This is an optimization exercise on Yosys and OpenROAD, whose aim is a short achievable clock period and few clock cycles, not a production implementation.
In this exercise RTL edits were held to simulation tests only and were not proved equivalent to the original.
No activity file was given, so power comes from the tool's default toggle rates.

==> design.v <==
module FemtoRV32(
	input clk,
	output reg [31:0] mem_addr,   
	output [31:0] mem_wdata,      
	output [3:0] mem_wmask,       
	input [31:0] mem_rdata,       
	output mem_rstrb,             
	input mem_rbusy,              
	input mem_wbusy,              
	input reset,                  
	output reg trap,
	output reg [3:0] trap_cause
	);
	parameter RESET_ADDR = 32'h00000000;
	reg [31:0] pmpcfg;
	reg [31:0] pmpaddr [3:0];
	reg [31:0] registerFile [31:0];    
	reg [31:0] fpc;         
	reg        mem_cycle;   
	reg        m_load;      
	reg [4:0]  m_rd;        
	reg [4:0]  m_ld;        
	reg        rstrb_r;
	reg [3:0]  wmask_r;
	reg [31:0] wdata_r;
	reg        e_valid;
	reg [31:0] e_pc;
	reg [31:0] e_pc4;       
	reg [31:0] e_pcimm;     
	reg        e_pred;      
	reg [31:0] e_imm;       
	reg [31:0] e_rs1v;
	reg [31:0] e_rs2v;
	reg [31:0] e_op2;       
	reg [4:0]  e_rs1;
	reg [4:0]  e_rs2;
	reg [4:0]  e_rd;
	reg [7:0]  e_f3;        
	reg [2:0]  e_fn3;       
	reg        e_i30;       
	reg        e_sub;       
	reg [4:0]  e_csrSel;    
	reg [4:0]  e_resSel;    
	reg e_isLoad, e_isStore, e_isALUreg, e_isSYSTEM, e_isJALR, e_isBranch, e_writesRd;
	reg        w_en;
	reg [4:0]  w_rd;
	reg [31:0] w_data;
	wire [31:0] agu = e_rs1v + e_imm;           
	wire [31:0] pa_x = {2'b00, e_pc[31:2]};
	wire [31:0] pa_d = {2'b00, agu[31:2]};
	wire [3:0] match_x, match_d;
	genvar i;
	generate
		for (i = 0; i < 4; i = i + 1) begin : PMP
			wire [1:0]  A    = pmpcfg[8*i+3 +: 2];
			wire [31:0] addr = pmpaddr[i];
			wire [31:0] lo   = (i == 0) ? 32'b0 : pmpaddr[(i == 0) ? 0 : i-1];
			wire [31:0] mask = addr ^ (addr + 32'd1);
			wire tor_x  = (pa_x >= lo) && (pa_x < addr);
			wire tor_d  = (pa_d >= lo) && (pa_d < addr);
			wire na4_x  = (pa_x == addr);
			wire na4_d  = (pa_d == addr);
			wire nap_x  = (((pa_x ^ addr) & ~mask) == 32'b0);
			wire nap_d  = (((pa_d ^ addr) & ~mask) == 32'b0);
			assign match_x[i] = (A == 2'd1) ? tor_x : (A == 2'd2) ? na4_x : (A == 2'd3) ? nap_x : 1'b0;
			assign match_d[i] = (A == 2'd1) ? tor_d : (A == 2'd2) ? na4_d : (A == 2'd3) ? nap_d : 1'b0;
		end
	endgenerate
	wire [2:0] perm_x = match_x[3] ? pmpcfg[26:24] : match_x[2] ? pmpcfg[18:16] :
	                    match_x[1] ? pmpcfg[10:8]  : match_x[0] ? pmpcfg[2:0]   : 3'b000;
	wire [2:0] perm_d = match_d[3] ? pmpcfg[26:24] : match_d[2] ? pmpcfg[18:16] :
	                    match_d[1] ? pmpcfg[10:8]  : match_d[0] ? pmpcfg[2:0]   : 3'b000;
	wire run    = !trap;
	wire e_exec = run && !mem_cycle && e_valid;
	wire xfault = !perm_x[2];
	wire lfault = e_isLoad  && !perm_d[0];
	wire sfault = e_isStore && !perm_d[1];
	wire fault  = e_exec && (xfault || lfault || sfault);
	wire [31:0] aluIn1 = e_rs1v;
	wire [31:0] aluIn2 = e_op2;
	wire [31:0] aluPlus = aluIn1 + aluIn2;
	wire [32:0] aluMinus = {1'b0, aluIn1} - {1'b0, aluIn2};
	wire LT  = (aluIn1[31] ^ aluIn2[31]) ? aluIn1[31] : aluMinus[32];
	wire LTU = aluMinus[32];
	wire [4:0]  shamt = aluIn2[4:0];
	wire [31:0] sll = aluIn1 << shamt;
	wire [63:0] srx64 = {{32{e_i30 & aluIn1[31]}}, aluIn1} >> shamt;
	wire [31:0] srx = srx64[31:0];
	wire [31:0] aluOut =
		(e_f3[0] ? (e_sub ? aluMinus[31:0] : aluPlus) : 32'b0) |
		(e_f3[1] ? sll : 32'b0) |
		(e_f3[2] ? {31'b0, LT}  : 32'b0) |
		(e_f3[3] ? {31'b0, LTU} : 32'b0) |
		(e_f3[4] ? aluIn1 ^ aluIn2 : 32'b0) |
		(e_f3[5] ? srx : 32'b0) |
		(e_f3[6] ? aluIn1 | aluIn2 : 32'b0) |
		(e_f3[7] ? aluIn1 & aluIn2 : 32'b0);
	wire [32:0] bMinus = {1'b0, e_rs1v} - {1'b0, e_rs2v};
	wire bEQ  = (e_rs1v == e_rs2v);
	wire bLTU = bMinus[32];
	wire bLT  = (e_rs1v[31] ^ e_rs2v[31]) ? e_rs1v[31] : bMinus[32];
	wire takeBranch =
		(e_f3[0] &  bEQ)  | (e_f3[1] & !bEQ)  |
		(e_f3[4] &  bLT)  | (e_f3[5] & !bLT)  |
		(e_f3[6] &  bLTU) | (e_f3[7] & !bLTU);
	wire mispredict = e_isBranch && (takeBranch != e_pred);
	wire redirect   = e_exec && (mispredict || e_isJALR);
	wire [31:0] redirect_pc = e_isJALR ? {agu[31:1], 1'b0} : (e_pred ? e_pc4 : e_pcimm);
	wire [31:0] csr_rdata =
		(e_csrSel[0] ? pmpcfg     : 32'b0) |
		(e_csrSel[1] ? pmpaddr[0] : 32'b0) |
		(e_csrSel[2] ? pmpaddr[1] : 32'b0) |
		(e_csrSel[3] ? pmpaddr[2] : 32'b0) |
		(e_csrSel[4] ? pmpaddr[3] : 32'b0);
	wire csr_write = e_exec && !xfault && e_isSYSTEM && (e_f3[1] | e_f3[2] | e_f3[3]);
	wire [31:0] csr_wdata = e_f3[1] ? e_rs1v :
	                        e_f3[2] ? (e_rs1v | csr_rdata) :
	                        e_f3[3] ? (~e_rs1v & csr_rdata) : 32'b0;
	wire [31:0] e_auipc = e_pc + e_imm;
	wire [31:0] e_result =
		(e_resSel[0] ? aluOut    : 32'b0) |
		(e_resSel[1] ? e_imm     : 32'b0) |
		(e_resSel[2] ? e_auipc   : 32'b0) |
		(e_resSel[3] ? e_pc4     : 32'b0) |
		(e_resSel[4] ? csr_rdata : 32'b0);
	wire e_wr = e_valid && !mem_cycle && e_writesRd;
	wire ldst = e_exec && (e_isLoad || e_isStore);
	wire [3:0] st_mask = e_f3[0] ? (4'b0001 << agu[1:0]) :
	                     e_f3[1] ? (4'b0011 << agu[1:0]) :
	                     e_f3[2] ? 4'b1111 : 4'b0000;
	wire [31:0] st_data = (e_f3[0] ? {4{e_rs2v[7:0]}} : e_f3[1] ? {2{e_rs2v[15:0]}} : e_rs2v)
	                      << (8 * agu[1:0]);
	wire [31:0] loadWord = mem_rdata >> (8 * mem_addr[1:0]);
	wire [31:0] loadData =
		(m_ld[4] ? mem_rdata : 32'b0) |
		(m_ld[3] ? {{16{m_ld[1] & loadWord[15]}}, loadWord[15:0]} : 32'b0) |
		(m_ld[2] ? {{24{m_ld[1] & loadWord[7]}},  loadWord[7:0]}  : 32'b0);
	wire m_done = mem_cycle && (m_load ? !mem_rbusy : !mem_wbusy);
	wire m_wr   = mem_cycle && m_load && !mem_rbusy;
	always @(posedge clk) begin
		if (w_en)
			registerFile[w_rd] <= w_data;
	end
	wire [31:0] fi = mem_rdata;
	wire f_isLoad   = (fi[6:2] == 5'b00000);
	wire f_isALUimm = (fi[6:2] == 5'b00100);
	wire f_isStore  = (fi[6:2] == 5'b01000);
	wire f_isALUreg = (fi[6:2] == 5'b01100);
	wire f_isSYSTEM = (fi[6:2] == 5'b11100);
	wire f_isJAL    = (fi[6:2] == 5'b11011);
	wire f_isJALR   = (fi[6:2] == 5'b11001);
	wire f_isLUI    = (fi[6:2] == 5'b01101);
	wire f_isAUIPC  = (fi[6:2] == 5'b00101);
	wire f_isBranch = (fi[6:2] == 5'b11000);
	wire [31:0] f_Uimm = {fi[31:12], 12'b0};
	wire [31:0] f_Iimm = {{21{fi[31]}}, fi[30:20]};
	wire [31:0] f_Simm = {{21{fi[31]}}, fi[30:25], fi[11:7]};
	wire [31:0] f_Bimm = {{20{fi[31]}}, fi[7], fi[30:25], fi[11:8], 1'b0};
	wire [31:0] f_Jimm = {{12{fi[31]}}, fi[19:12], fi[20], fi[30:21], 1'b0};
	wire [31:0] f_bt  = fpc + f_Bimm;
	wire [31:0] f_jt  = fpc + f_Jimm;
	wire [31:0] f_pc4 = fpc + 32'd4;
	wire        f_predB = f_isBranch && fi[31];
	wire [31:0] f_next  = f_isJAL ? f_jt : f_predB ? f_bt : f_pc4;
	wire [31:0] f_imm = f_isStore ? f_Simm : (f_isLUI | f_isAUIPC) ? f_Uimm : f_Iimm;
	wire [4:0] f_rs1 = fi[19:15];
	wire [4:0] f_rs2 = fi[24:20];
	wire [31:0] sel1 = 32'b1 << f_rs1;
	wire [31:0] sel2 = 32'b1 << f_rs2;
	reg  [31:0] rf1, rf2;
	integer k;
	always @(*) begin
		rf1 = 32'b0;
		rf2 = 32'b0;
		for (k = 1; k < 32; k = k + 1) begin
			rf1 = rf1 | (registerFile[k] & {32{sel1[k]}});
			rf2 = rf2 | (registerFile[k] & {32{sel2[k]}});
		end
	end
	wire hitE1 = e_wr && (e_rd == f_rs1) && (f_rs1 != 5'd0);
	wire hitE2 = e_wr && (e_rd == f_rs2) && (f_rs2 != 5'd0);
	wire hitW1 = w_en && (w_rd == f_rs1);
	wire hitW2 = w_en && (w_rd == f_rs2);
	wire [31:0] f_rs1v = hitE1 ? e_result : hitW1 ? w_data : rf1;
	wire [31:0] f_rs2v = hitE2 ? e_result : hitW2 ? w_data : rf2;
	wire f_take = run && !mem_cycle && !mem_rbusy && !redirect;
	always @(posedge clk) begin
		if (!reset) begin
			trap       <= 1'b0;
			trap_cause <= 4'b0;
			mem_addr   <= RESET_ADDR;
			fpc        <= RESET_ADDR;
			mem_cycle  <= 1'b0;
			rstrb_r    <= 1'b1;
			wmask_r    <= 4'b0;
			e_valid    <= 1'b0;
			w_en       <= 1'b0;
		end else if (!trap) begin
			w_en <= 1'b0;
			if (mem_cycle) begin
				if (m_done) begin
					mem_cycle <= 1'b0;
					mem_addr  <= fpc;
					rstrb_r   <= 1'b1;
					wmask_r   <= 4'b0;
				end
				if (m_wr) begin
					w_en   <= (m_rd != 5'd0);
					w_rd   <= m_rd;
					w_data <= loadData;
					if (e_rs1 == m_rd && m_rd != 5'd0) e_rs1v <= loadData;
					if (e_rs2 == m_rd && m_rd != 5'd0) e_rs2v <= loadData;
					if (e_rs2 == m_rd && m_rd != 5'd0 && e_isALUreg) e_op2 <= loadData;
				end
			end else begin
				if (fault) begin
					trap       <= 1'b1;
					trap_cause <= xfault ? 4'h1 : lfault ? 4'h5 : 4'h7;
					rstrb_r    <= 1'b0;
				end
				w_en   <= e_exec && e_writesRd && !xfault && (e_rd != 5'd0);
				w_rd   <= e_rd;
				w_data <= e_result;
				if (redirect) begin
					fpc      <= redirect_pc;
					mem_addr <= redirect_pc;
				end else begin
					if (!mem_rbusy) fpc <= f_next;
					mem_addr <= ldst ? agu : (!mem_rbusy ? f_next : fpc);
				end
				if (ldst) begin
					mem_cycle <= 1'b1;
					m_load    <= e_isLoad;
					m_rd      <= e_rd;
					m_ld      <= {e_f3[2], e_f3[1] | e_f3[5], e_f3[0] | e_f3[4], !e_fn3[2], 1'b0};
					if (!fault) rstrb_r <= e_isLoad;
					wmask_r   <= (e_isStore && !fault) ? st_mask : 4'b0;
					wdata_r   <= st_data;
				end
				e_valid    <= f_take;
				e_pc       <= fpc;
				e_pc4      <= f_pc4;
				e_pcimm    <= f_bt;
				e_pred     <= f_predB;
				e_imm      <= f_imm;
				e_rs1v     <= f_rs1v;
				e_rs2v     <= f_rs2v;
				e_op2      <= f_isALUreg ? f_rs2v : f_imm;
				e_rs1      <= f_rs1;
				e_rs2      <= f_rs2;
				e_rd       <= fi[11:7];
				e_f3       <= 8'b00000001 << fi[14:12];
				e_fn3      <= fi[14:12];
				e_i30      <= fi[30];
				e_sub      <= fi[30] & f_isALUreg;
				e_csrSel   <= {fi[31:20] == 12'h3B3, fi[31:20] == 12'h3B2, fi[31:20] == 12'h3B1,
				               fi[31:20] == 12'h3B0, fi[31:20] == 12'h3A0};
				e_resSel   <= {f_isSYSTEM, f_isJAL | f_isJALR, f_isAUIPC, f_isLUI,
				               f_isALUreg | f_isALUimm};
				e_isLoad   <= f_isLoad;
				e_isStore  <= f_isStore;
				e_isALUreg <= f_isALUreg;
				e_isSYSTEM <= f_isSYSTEM;
				e_isJALR   <= f_isJALR;
				e_isBranch <= f_isBranch;
				e_writesRd <= f_isALUreg | f_isALUimm | f_isLUI | f_isAUIPC | f_isJAL | f_isJALR | f_isSYSTEM;
			end
		end
	end
	always @(posedge clk) begin
		if (!reset) begin
			pmpcfg     <= 32'h0000001F;
			pmpaddr[0] <= 32'hFFFFFFFF;
			pmpaddr[1] <= 32'b0;
			pmpaddr[2] <= 32'b0;
			pmpaddr[3] <= 32'b0;
		end else if (csr_write) begin
			if (e_csrSel[0]) pmpcfg     <= csr_wdata;
			if (e_csrSel[1]) pmpaddr[0] <= csr_wdata;
			if (e_csrSel[2]) pmpaddr[1] <= csr_wdata;
			if (e_csrSel[3]) pmpaddr[2] <= csr_wdata;
			if (e_csrSel[4]) pmpaddr[3] <= csr_wdata;
		end
	end
	assign mem_rstrb = rstrb_r;
	assign mem_wmask = reset ? wmask_r : 4'b0000;
	assign mem_wdata = wdata_r;
endmodule
==> run.sh <==
#!/bin/bash
# synth_recipe.tcl (not shown) runs the flow's synth.tcl, then flattens the netlist and writes it again
# the make line also repeats each setting of config.mk as NAME=value (left out here)
make -C /OpenROAD-flow-scripts/flow DESIGN_CONFIG=/design/flow/config.mk WORK_HOME=/design/flow/orfs CLKGATE_MAP_FILE= SYNTH_SCRIPT=/design/flow/synth_recipe.tcl finish
==> config.mk <==
export PLATFORM = sky130hd
export DESIGN_NAME = FemtoRV32
export DESIGN_NICKNAME = FemtoRV32
export VERILOG_FILES = /design/flow/design.v
export SDC_FILE = /design/flow/constraint.sdc
export NUM_CORES = 4
export LEC_CHECK = 0
export CAP_MARGIN = 20
export CORE_MARGIN = 2
export CORE_UTILIZATION = 45
export PLACE_DENSITY = 0.6
export SLEW_MARGIN = 20
==> constraint.sdc <==
create_clock -name core_clock -period 16.0 [get_ports {clk}]
set_input_delay 3.2000 -clock core_clock [delete_from_list [all_inputs] [get_ports {clk}]]
set_output_delay 3.2000 -clock core_clock [all_outputs]
set_load 0.01 [all_outputs]
==> metrics.yaml, run 1 <==
startpoint: "reset"
clk_transition_reported_paths_ns: 0.06
synthesis.area_um2: 94810
die-area_um2: 214400
initial_antenna_violation_count: 27
syn_inst: 9128
die_height_um: 463.0
final_nets: 9635
total_power_mw: 20.97
timing.critical_path.from_type: "input port"
drive_above_1_share: 0.09600
average_vias_per_placed_instance: 7.470
stdcell_count: 12050
worst_setup_path_end_kind: "output pin"
hold_buffers: 0
synth_enable_flop_cells: 1335
worst_hold_path_type: "reg2reg"
mostFrequentLayoutCell: "sky130_fd_sc_hd__edfxtp_1"
routed_wirelength_um: 494000
gr-usage-all-layers: 0.4429
worst_setup_path_class: "in2out"
grt_pass1_vias: 83950
clock_tree.htree_level_count: 4
endpoint: "mem_wmask[3]"
ff2ff_path_depth: 21
cts_num_sinks: 1571
post-dp-hpwl_um: 320400
clk-insertion-delay-late_ns: 0.89
boundaryPins: 110
final_hold_viol_count: 0
period_minus_slack_ns: 7.949
maxCapViolations: 0
syn_avg_cell_area_um2: 10.39
syn_to_final_growth_pct: 11.87
dp_worst_setup_slack_ns: 8.067
vdd.ir_drop.worst_v: 0.0008070
regToRegSetupSlack_ns: 8.22
slew_worst_pin_ns: 1.260
cts_setup_buffers: 0
number_of_setup_violations_in_the_final_report: 0
yosys_warnings: 2
finalWeightedCongestion: 1.077
timing.final.crit_share: 0.4968
detailedRoute.firstIterationViolations: 19040
required_ns: 12.80
status: "finished clean"
power_density_nw_per_um2: 197.7
cp_cell_sequence: "buf_8, and2_1, clkdlybuf4s50_1"
p_leak_nw: 38.59
dpl.cell_count: 11700
grt_first_pass_wirelength_um: 671000
globalRoute.totalOverflow: 0
fmax_ghz: 0.1258
yosys_register_bits: 1571
routedWlPerCell_um: 41.00
placeableCoreArea_um2: 209600
cts_repair_resize_count: 0
post_layout_util: 0.5061
post_dp_cell_area_um2: 99870
num_vias: 90000
num_rows: 168
final.setup.tns_ns: 0
crit_path_max_incr_delay_ns: 0.62
timing.hold.ws_ns: 0.4680
crit-reg2reg-launch: "e_rs1v[0]"
cts_tree: "done"
cp_max_fo: 99
synth.distinct_cells: 114
maximum_number_of_buffers_from_clock_root_to_sink: 3
fp.dieW_um: 463.0
drc: 0
layout.filler_cells: 18750
reg2reg_to: "wmask_r[1]"
io_buffers: 108
slew_violations: 0
fin_skew_ns: 0.07548
drt.antenna.violating_nets: 0
grt_start_max_net_pins: 139
cts_made_buffers: 171
final_critical_path_setup_slack_ns: 8.051
ys_async_sr_fraction: 0
syn_nets: 9680
worstPathArrival_ns: 4.75
max-slew-margin-rel: 0.1602
clockRootBuffer: "sky130_fd_sc_hd__clkbuf_16"
multi_input_combinational_cell_area_um2: 46870
stdcell_area_um2: 106100
ys_seq_area_frac: 0.4727
most_used_cells_in_the_layout_excluding_fill_and_tap_cells: "sky130_fd_sc_hd__edfxtp_1, sky130_fd_sc_hd__nand2_1, sky130_fd_sc_hd__a22oi_1, sky130_fd_sc_hd__a21oi_1, sky130_fd_sc_hd__ha_1"
final-seq-area_um2: 44820
first_pass_iters: 12
grt_setup_unrepaired: "no"
timing.critical_path.slowest_stage_cell: "sky130_fd_sc_hd__clkdlybuf4s50_1"
floorplan.initialDensity: 0.4524
ys.flop_type: "sky130_fd_sc_hd__edfxtp_1"
## worst min path at each step
stage	startpoint	endpoint	slack, ns	depth (start not counted)
floorplan	fpc[31]	e_pc[31]	0.41	0
global placement	pmpcfg[14]	pmpcfg[14]	0.45	2
detailed placement	fpc[0]	e_pc[0]	0.44	0
CTS	pmpcfg[21]	pmpcfg[21]	0.46	2
global route	pmpcfg[13]	pmpcfg[13]	0.48	2
finish	pmpcfg[14]	pmpcfg[14]	0.47	2
## cell type report
class,instances,share of cell area
inverter,381,0.01353
tap,2805,0.03309
antenna,14,0.0003303
clock inverter,104,0.01329
sequential,1571,0.4225
clock buffer,215,0.04276
multi-input combinational,6553,0.4419
timing repair buffer,405,0.03251
## cell families (layout without fill, tap and decap cells)
group           after synthesis  in the layout  share of synthesized area
buf+inv                    1004           1105                    0.04199
flops                      1571           1571                     0.4727
simple gates               2512           2512                     0.1278
compound gates             2973           2973                     0.2241
other cells                   1             15                 0.00003955
mux                         380            380                    0.04905
fa+ha+maj                   516            516                    0.06857
xor+xnor                    171            171                    0.01580
## state kept, by name (all words and copies together) (netlist names), 8 cells and up
| register | flops |
|---|---|
| mem_addr | 32 |
| wdata_r | 32 |
| e_pc4 | 30 |
| registerFile | 992 |
| w_data | 32 |
| e_pcimm | 31 |
| e_pc | 32 |
| pmpaddr | 128 |
| e_imm | 32 |
| pmpcfg | 32 |
| e_op2 | 32 |
| e_rs2v | 32 |
| e_rs1v | 32 |
| e_f3 | 8 |
| fpc | 32 |
## layer usage
metal	track usage	vias to the layer above	wire length (µm)
li1	-	35940	-
met1	0.5118	42950	162000
met2	0.6548	8460	206800
met3	0.1438	2634	68050
met4	0.3991	20	56840
met5	0.001783	-	173
## where the power goes
part           total [mW]  internal, mW  switching, mW  leakage, nW
Combinational        10.6          3.37           7.26         21.7
Sequential           6.11          5.28          0.832         14.1
Clock                4.22          2.37           1.85         2.83
Total                21.0          11.0           9.95         38.6
## synth_stat cells, types with 54 or more instances
library cell	instances	area, µm²
sky130_fd_sc_hd__a21o_1	97	728.2
sky130_fd_sc_hd__xnor2_1	114	998.5
sky130_fd_sc_hd__edfxtp_1	1335	40090
sky130_fd_sc_hd__a221oi_1	188	1647
sky130_fd_sc_hd__dfxtp_1	236	4725
sky130_fd_sc_hd__and3_1	61	381.6
sky130_fd_sc_hd__o211ai_1	100	750.7
sky130_fd_sc_hd__a211oi_1	99	743.2
sky130_fd_sc_hd__nand2_1	823	3089
sky130_fd_sc_hd__a222oi_1	155	1551
sky130_fd_sc_hd__mux2_2	57	641.9
sky130_fd_sc_hd__clkbuf_1	534	2004
sky130_fd_sc_hd__mux2i_1	261	2613
sky130_fd_sc_hd__a22oi_1	665	4992
sky130_fd_sc_hd__inv_1	377	1415
sky130_fd_sc_hd__a31oi_1	107	669.4
sky130_fd_sc_hd__nor3_1	178	890.9
sky130_fd_sc_hd__o221ai_1	74	648.1
sky130_fd_sc_hd__nor2b_1	76	475.5
sky130_fd_sc_hd__a22o_1	149	1305
sky130_fd_sc_hd__nand3_1	236	1181
sky130_fd_sc_hd__and2_1	54	337.8
sky130_fd_sc_hd__nand4_1	196	1226
sky130_fd_sc_hd__o21ai_0	372	1862
sky130_fd_sc_hd__ha_1	510	6381
sky130_fd_sc_hd__nor2_1	563	2113
sky130_fd_sc_hd__buf_1	55	206.5
sky130_fd_sc_hd__xor2_1	57	499.2
sky130_fd_sc_hd__mux4_2	62	1396
sky130_fd_sc_hd__o22ai_1	78	488.0
sky130_fd_sc_hd__nor4_1	75	469.2
sky130_fd_sc_hd__a21oi_1	517	2587
## worst max-delay path, delay by kind of cell
kind / cells / cell delay, ns
buffers and inverters: 2 / 1.09
and+or+nand+nor: 1 / 0.41
Testbench counts, summed over its fixed seeds: cycles 60,601.
==> run 2: changes to the inputs <==
==> flow/run.sh (new file) <==
#!/bin/bash
set -euo pipefail
MARGIN=${MARGIN:-9.4}
sed "s/CLKGATE_MAP_FILE= /CLKGATE_MAP_FILE= SETUP_SLACK_MARGIN=${MARGIN} /" standard.sh > standard_margin.sh
grep -q "SETUP_SLACK_MARGIN=${MARGIN}" standard_margin.sh
bash standard_margin.sh > standard_margin.log 2>&1
==> standard.sh (new file) <==
#!/bin/bash
# synth_recipe.tcl (not shown) runs the flow's synth.tcl, then flattens the netlist and writes it again
# the make line also repeats each setting of config.mk as NAME=value (left out here)
make -C /OpenROAD-flow-scripts/flow DESIGN_CONFIG=/design/flow/config.mk WORK_HOME=/design/flow/orfs CLKGATE_MAP_FILE= SYNTH_SCRIPT=/design/flow/synth_recipe.tcl "${@:-finish}"
removed: run.sh
==> run 2 against run 1 <==
Net effect:
- clock skew rose by 0.011 ns
- first-iteration DRC count is essentially flat
- register-to-register slack better by 1.2 ns
- clock power is 4.7% higher
- still clean on timing, DRC and antenna
- hold slack improved by 0.0053 ns
- largest cell class unchanged
- global-route usage rose by 0.99 points
==> metrics.yaml, run 2 <==
status: "finished clean"
power_density_nw_per_um2: 203.9
worst_setup_path_class: "in2out"
cts_tree: "done"
placeableCoreArea_um2: 209600
syn_nets: 9680
die-area_um2: 214400
detailedRoute.firstIterationViolations: 19030
timing.final.crit_share: 0.4259
gr-usage-all-layers: 0.4528
cp_cell_sequence: "buf_16, and2_4, buf_6"
finalWeightedCongestion: 1.060
number_of_setup_violations_in_the_final_report: 0
drc: 0
routedWlPerCell_um: 41.77
dpl.cell_count: 11710
power.sequential.fraction: 0.282
clockRootBuffer: "sky130_fd_sc_hd__clkbuf_16"
floorplan.initialDensity: 0.4524
crit_path_max_incr_delay_ns: 0.15
net-switching-power_mw: 10.46
clk_transition_reported_paths_ns: 0.06
slew_violations: 0
path_depth: 3
dp_worst_setup_slack_ns: 8.283
num_vias: 90520
required_ns: 12.80
most_used_cells_in_the_layout_excluding_fill_and_tap_cells: "sky130_fd_sc_hd__edfxtp_1, sky130_fd_sc_hd__nand2_1, sky130_fd_sc_hd__a22oi_1, sky130_fd_sc_hd__a21oi_1, sky130_fd_sc_hd__ha_1"
globalRoute.totalOverflow: 0
reg_top3: "registerFile: 992 flops, pmpaddr: 128 flops"
synth_commonest_cells: "sky130_fd_sc_hd__edfxtp_1, sky130_fd_sc_hd__nand2_1, sky130_fd_sc_hd__a22oi_1"
final_hold_viol_count: 0
fin_skew_ns: 0.08635
clk-insertion-delay-late_ns: 0.92
first_pass_iters: 17
max-slew-margin-rel: 0.1645
cp_max_fo: 6
io_buffers: 108
cell_internal_pwr_mw: 11.43
boundaryPins: 110
timing.critical_path.slowest_stage_cell: "sky130_fd_sc_hd__and2_4"
grt_setup_unrepaired: "yes"
yosys.area.top_type_share: 0.4228
synth_enable_flop_cells: 1335
final.setup.tns_ns: 0
initial_antenna_violation_count: 35
ys.flop_type: "sky130_fd_sc_hd__edfxtp_1"
worst_setup_path_end_kind: "output pin"
cts_made_buffers: 172
layout.filler_cells: 18720
worstPathArrival_ns: 3.62
final_critical_path_setup_slack_ns: 9.185
syn_inst: 9128
synth_area_leaders: "sky130_fd_sc_hd__edfxtp_1, sky130_fd_sc_hd__ha_1, sky130_fd_sc_hd__a22oi_1, sky130_fd_sc_hd__dfxtp_1, sky130_fd_sc_hd__nand2_1"
p_leak_nw: 39.23
grt_pass1_vias: 83980
worst_hold_path_type: "reg2reg"
maxCapViolations: 0
yosys_warnings: 2
clock_power_share: 0.202
cts_num_sinks: 1571
fp.dieW_um: 463.0
synth.distinct_cells: 114
synthesis.area_um2: 94810
largest_register: "registerFile"
average_vias_per_placed_instance: 7.469
clock_tree.htree_level_count: 4
yosys_register_bits: 1571
die_height_um: 463.0
ys_seq_area_frac: 0.4727
timing.critical_path.from_type: "input port"
stdcell_count: 12120
grt_start_max_net_pins: 170
drive_above_1_share: 0.1115
drt.antenna.violating_nets: 0
period_minus_slack_ns: 6.815
ys_async_sr_fraction: 0
p_comb_frac: 0.516
fmax_ghz: 0.1467
ff2ff_path_depth: 21
syn_to_final_growth_pct: 13.23
hold_buffers: 0
whs_path_depth: 2
timing.critical_path.max_delay_family: "buffers and inverters"
grt_first_pass_wirelength_um: 683500
synth.most_common_cell: "sky130_fd_sc_hd__edfxtp_1"
vdd.ir_drop.worst_v: 0.001164
num_rows: 168
netSwitchingFraction: 0.4777
largest_register_ff_count: 992
slew_worst_pin_ns: 1.218
post-dp-hpwl_um: 332000
mostFrequentLayoutCell: "sky130_fd_sc_hd__edfxtp_1"
maximum_number_of_buffers_from_clock_root_to_sink: 3
synth.largest_area_cell: "sky130_fd_sc_hd__edfxtp_1"
routed_wirelength_um: 506200
syn_avg_cell_area_um2: 10.39
crit_buf_inv: 2
final_nets: 9695
## run 2: metal layers
metal,vias to the layer above,wire length [µm],global-route usage
met5,-,273,0.004011
met4,22,58780,0.4120
met3,2632,67390,0.1419
met2,8627,212500,0.6690
met1,43230,167200,0.5251
li1,36010,-,-
## run 2: area by class of cell
class	instances	area, µm²	area share
well taps	2805	3510	0.03269
repair buffers	464	4001	0.03727
diodes	21	52.55	0.0004895
inverters	381	1441	0.01343
clock buffers	202	4487	0.04179
flip-flops and latches	1571	44820	0.4175
clock inverters	122	1768	0.01647
multi-input cells	6553	47280	0.4404
## run 2: kinds of logic after synthesis
group                    count (synthesis)  synth area share
XOR/XNOR                               171           0.01580
buffers and inverters                 1004           0.04199
other                                    1        0.00003955
multiplexers                           380           0.04905
AO/OA/AOI/OAI                         2973            0.2241
AND/OR/NAND/NOR                       2512            0.1278
flip-flops                            1571            0.4727
adder cells (fa/ha/maj)                516           0.06857
## run 2: per-stage QoR
step | power (mW) | hold WS (ns) | area [µm²] | utilization
after global routing | 22.72 | 0.4824 | 107300 | 0.5121
after floorplan | 13.31 | 0.4064 | 94860 | -
after global placement | 16.84 | 0.4437 | 99950 | 0.4769
after CTS | 21.27 | 0.4693 | 106500 | 0.5083
after detailed placement | 16.84 | 0.4601 | 99970 | 0.4770
final | 21.89 | 0.4733 | 107400 | 0.5123
## run 2: worst paths after layout
path	startpoint	endpoint	slack (ns)
min reg2reg	pmpcfg[6]	pmpcfg[6]	0.47
max	reset	mem_wmask[3]	9.18
max reg2reg	e_rs1v[2]	wmask_r[3]	9.46
min	pmpcfg[6]	pmpcfg[6]	0.47
## run 2: power by group through the flow
stage | logic, mW | registers, mW | clock network, mW
after floorplan | 7.44 | 5.87 | 0
after global placement | 10.6 | 6.25 | 0
after detailed placement | 10.6 | 6.26 | 0
after CTS | 10.7 | 6.17 | 4.41
after global routing | 12.0 | 6.19 | 4.57
final | 11.3 | 6.17 | 4.42
## run 2: tightest hold or removal path: cells and delay by family, from the launching register on
family | cells | cell delay [ns]
AND/OR/NAND/NOR | 1 | 0.06
multiplexers | 1 | 0.06
flip-flops | 1 | 0.31
## run 2: repair_timing
action | CTS | global route
setup buffers | 14 | 35
endpoints found under the setup margin | 28 | 58
pin swaps | 7 | 19
resized for setup | 52 | 85
endpoints found under the hold margin | 0 | 0
cloned | 2 | 0

[afterwards: timing with drivers on the ports]
How much do the figures lean on ideal ports? The routed layouts below were timed once more, with nothing changed but the port constraints.
Step 1 assumes that a clkbuf_16 drives the clock port and a buf_2 every other input.
Step 2, shift: input delay + t, output delay - t, t = (earliest + latest rising clock arrival at the registers) / 2. This alone moves slack from input paths to output paths.
Three values: no drivers, after step 1, after step 2; two values: the first two.
run	t (ns)	slack for setup (ns)	cell pins on the clock port's net
run 1	0.956	8.051 / 7.999 / 7.817	1
run 2	0.971	9.185 / 9.017 / 8.305	1
After both steps every run listed still meets setup and hold. The setup slack of run 2, which loses most, moves by -0.168 ns with the drivers and by -0.880 ns with both steps.
